Source: an optimization exercise on an open RTL-to-GDS flow (aim: small area and a short achievable clock period). Production flows keep margins and buffers that such runs may drop. Function was checked by simulation only, so behaviour that the tests miss may differ from the original.

Setup of v40:
## square_extractor
module square_extractor #(
	parameter WIDTH = 32
)(
	input clk,     
	input rst_n,   
	input din_valid,
	input [2 * WIDTH - 1:0]radicand,
	output dout_valid,
	output [WIDTH - 1:0]dout,
	output [2 * WIDTH - 1:0]remainder
);
	reg [2:0] qn3;
	reg [3:0] r3;
	always @(*)
		case (radicand[63:58])
			6'd0: begin qn3 = 3'd7; r3 = 4'd0; end
			6'd1: begin qn3 = 3'd6; r3 = 4'd0; end
			6'd2: begin qn3 = 3'd6; r3 = 4'd1; end
			6'd3: begin qn3 = 3'd6; r3 = 4'd2; end
			6'd4: begin qn3 = 3'd5; r3 = 4'd0; end
			6'd5: begin qn3 = 3'd5; r3 = 4'd1; end
			6'd6: begin qn3 = 3'd5; r3 = 4'd2; end
			6'd7: begin qn3 = 3'd5; r3 = 4'd3; end
			6'd8: begin qn3 = 3'd5; r3 = 4'd4; end
			6'd9: begin qn3 = 3'd4; r3 = 4'd0; end
			6'd10: begin qn3 = 3'd4; r3 = 4'd1; end
			6'd11: begin qn3 = 3'd4; r3 = 4'd2; end
			6'd12: begin qn3 = 3'd4; r3 = 4'd3; end
			6'd13: begin qn3 = 3'd4; r3 = 4'd4; end
			6'd14: begin qn3 = 3'd4; r3 = 4'd5; end
			6'd15: begin qn3 = 3'd4; r3 = 4'd6; end
			6'd16: begin qn3 = 3'd3; r3 = 4'd0; end
			6'd17: begin qn3 = 3'd3; r3 = 4'd1; end
			6'd18: begin qn3 = 3'd3; r3 = 4'd2; end
			6'd19: begin qn3 = 3'd3; r3 = 4'd3; end
  ...
For scale: about 10000 cells after synthesis, about 1700 flip-flops, ~160 I/O pins.
make LEC_CHECK=0 ABC_AREA=1 CAP_MARGIN=20 CORE_MARGIN=2 CORE_UTILIZATION=40 CTS_CLUSTER_DIAMETER=100 CTS_CLUSTER_SIZE=30 SETUP_SLACK_MARGIN=3.05 SLEW_MARGIN=20 finish   # period 5.5 ns
run.sh (not shown) runs the stock make flow with config.mk's settings and CLKGATE_MAP_FILE= SYNTH_SCRIPT=/design/flow/synth_recipe.tcl, a recipe that flattens the netlist after the stock synthesis.
v40 went all the way through synthesis, placement and routing and the layout is clean on timing, DRC and antenna.
--- input diff v40..v44 ---
Settings: CTS_CLUSTER_SIZE: 30 -> 25; CTS_CLUSTER_DIAMETER: 100 -> 250.
==> flow/flow/run.sh (new file) <==
#!/bin/bash
# Own flow: the standard layout (standard.sh), except that synthesis maps
# the combinational logic with flow/abc.script (see flow/synth.tcl).  Each
# step's full output goes to a log file of its own in this folder.
set -euo pipefail
W=$(pwd)
export OWN_WORK=$W
export OWN_ABC_SCRIPT=$W/flow/abc.script
for step in synth floorplan place cts route finish; do
  bash standard.sh SYNTH_SCRIPT=$W/flow/synth.tcl $step > $W/$step.log 2>&1
done
==> flow/flow/abc.script (new file) <==
strash
dch
map -D 900
topo
stime -c
buffer -c
upsize -c
dnsize -c
==> flow/flow/synth.tcl (new file) <==
# The standard flow's synthesis script (synth_recipe.tcl in the work folder), with Yosys's
# abc pass run on flow/abc.script instead of ORFS's script.  Only the mapping
# of the combinational logic changes; the flip-flops and their names are the
# standard synthesis's.
proc abc {args} {
  set i [lsearch $args -script]
  lset args [expr {$i + 1}] $::env(OWN_ABC_SCRIPT)
  puts "own flow: abc $args"
  yosys abc {*}$args
}
source $::env(OWN_WORK)/synth_recipe.tcl
==> flow/standard.sh (new file) <==
#!/bin/bash
# synth_recipe.tcl (not shown) runs the flow's synth.tcl, then flattens the netlist and writes it again
# the make line also repeats each setting of config.mk as NAME=value (left out here)
make -C /OpenROAD-flow-scripts/flow DESIGN_CONFIG=/design/flow/config.mk WORK_HOME=/design/flow/orfs CLKGATE_MAP_FILE= SYNTH_SCRIPT=/design/flow/synth_recipe.tcl "${@:-finish}"
removed: flow/run.sh
==> summary.txt <==
- v44 and v40 all finish clean.
- From v40 to v44 the numbers moved as follows: placeable core area went down 6700 um2, summed instance area of the synthesized netlist went down 3.2%, row count went down 3, setup slack held, worst-case clock skew went down 9.7 ps.
The inputs of v18 differ from those of v44 as listed below.
Settings: swapping 25 for 20 in CTS_CLUSTER_SIZE; swapping 250 for 200 in CTS_CLUSTER_DIAMETER.
==> flow/flow/abc.script <==
strash
dch
map -B 0.9
topo
stime -c
buffer -c
upsize -c
dnsize -c
==> flow/flow/synth.tcl <==
# The standard flow's synthesis script (synth_recipe.tcl in the work folder), without
# Yosys's extract_fa step (ORFS's mapping of full and half adders onto the
# library's fa/ha cells) and with Yosys's abc pass run on flow/abc.script.
# Only the mapping of the combinational logic changes; the flip-flops and
# their names are the standard synthesis's.
proc extract_fa {args} { puts "own flow: extract_fa skipped" }
proc abc {args} {
  set i [lsearch $args -script]
  lset args [expr {$i + 1}] $::env(OWN_ABC_SCRIPT)
  puts "own flow: abc $args"
  yosys abc {*}$args
}
source $::env(OWN_WORK)/synth_recipe.tcl
--- outcome ---
Of v18 and v44, the higher width of the die belongs to v18.
Reported for v18 and v44, post-route setup TNS turned out identical to the last digit.
[compare] base=v44 new=v18: global-route usage dropped 1.0 points, fill cell instance count of the final layout up 11%, clock latency on the worst-skew pair rose 20 ps.
When the final numbers for v18 and v44 were put side by side, the post-synthesis simple-gate area fraction turned out to be smaller in v44.
On v18: share of final-layout standard cells stronger than drive strength 1 is 8.2 points lower than what v44 gave.
The final reports for v18 and v44 show multi-input gate share of total cell area lower in the former.
~same wire length of the first global-routing pass in v18 and v44
#### Input delta (v26 over v18)
Settings: SETUP_SLACK_MARGIN: 3.05 -> 3.2; CTS_CLUSTER_SIZE: 20 -> 30; CTS_CLUSTER_DIAMETER: 200 -> 60.
==> flow/run.sh (new file) <==
#!/bin/bash
# synth_recipe.tcl (not shown) runs the flow's synth.tcl, then flattens the netlist and writes it again
# the make line also repeats each setting of config.mk as NAME=value (left out here)
make -C /OpenROAD-flow-scripts/flow DESIGN_CONFIG=/design/flow/config.mk WORK_HOME=/design/flow/orfs CLKGATE_MAP_FILE= SYNTH_SCRIPT=/design/flow/synth_recipe.tcl finish
removed: flow/flow/run.sh
removed: flow/flow/abc.script
removed: flow/flow/synth.tcl
removed: flow/standard.sh
==> comparison <==
- Diff v18 -> v26: CTS clock-pin slew for the worst setup and hold paths stayed essentially flat; area added between synthesis and finish rose by 12 points.
- Between v18 and v26, final area increased.
> inputs changed (v26 -> v24)
Settings: a change of CTS_CLUSTER_SIZE from 30 to 40; a change of SETUP_SLACK_MARGIN from 3.2 to 3.05.
==> summary.txt <==
v24 finished every step from synthesis to the final layout, and the layout passed the timing, design-rule and antenna checks.
Summary of v24 over v26: delay contributed by the slowest stage of the critical path closely matched the old numbers; clock skew increased by 6.2 ps relative to the old numbers; sequential cell count closely matched the old numbers; sequential share of layout area increased by 1.8 points relative to the old numbers.
Worst setup slack before clock tree synthesis, v24 and v26: lower on v24
Diff v24..v26 | maximum clock insertion buffer count | unchanged
Between v24 and v26, the clock transition at the registers of the reported paths figures differ only marginally.
Looking at start point of the critical path, the qn_s24[5] result is from v26; the qn_s24[3] one comes from v24.
v26 ended up with primary input to asynchronous set/reset pin as its class of the worst hold path; v24 ended up with flop to flop.
The inputs of v59 differ from those of v24 as listed below.
Settings: a change of CTS_CLUSTER_DIAMETER from 60 to 100; a change of CTS_CLUSTER_SIZE from 40 to 20.
Results
Timing, DRC, antenna: 0 failures across v24 and v59
Diff v24 -> v59 | final area | down by a few percent
Share of cells above drive strength 1 delta for v59 relative to v24: 1.2 points lower
Detailed-route wire length on v59 is ahead of v24.
Going from v24 to v59, wire length of the first global-routing pass closely matched the old numbers; register-to-register slack decreased by 20 ps relative to the old numbers.

separate check: timing with driven ports:
The results above use ideal ports. As a check the final layouts listed here were re-extracted and re-timed, cells and wires unchanged.
Step 1 sets driving cells, clkbuf_16 on the clock port and buf_2 on the other inputs (assumed; they add their load-dependent delay and slew).
Step 2 moves the port delays by t, midway between the first and last clock arrival at a register: inputs arrive t later, outputs are due t later. That takes back most of the time a late clock gives input paths.
Three values: ideal, step 1, step 2; two values: the first two.
run | t (ns) | setup slack, ns | cell pins on the clock port's net
v40 | 0.817 | 3.043 / 3.043 / 2.634 | 1
v44 | 0.826 | 3.043 / 3.019 / 2.460 | 1
v18 | 0.838 | 3.098 / 3.012 / 2.953 | 1
v26 | 0.890 | 3.064 / 2.980 / 2.613 | 1
v24 | 0.881 | 3.052 / 2.969 / 2.640 | 1
v59 | 0.841 | 3.036 / 3.027 / 2.649 | 1
After both steps setup and hold are still met in every run listed. The setup slack of v44, which loses most, moves by -0.024 ns with the drivers and by -0.583 ns with both steps.
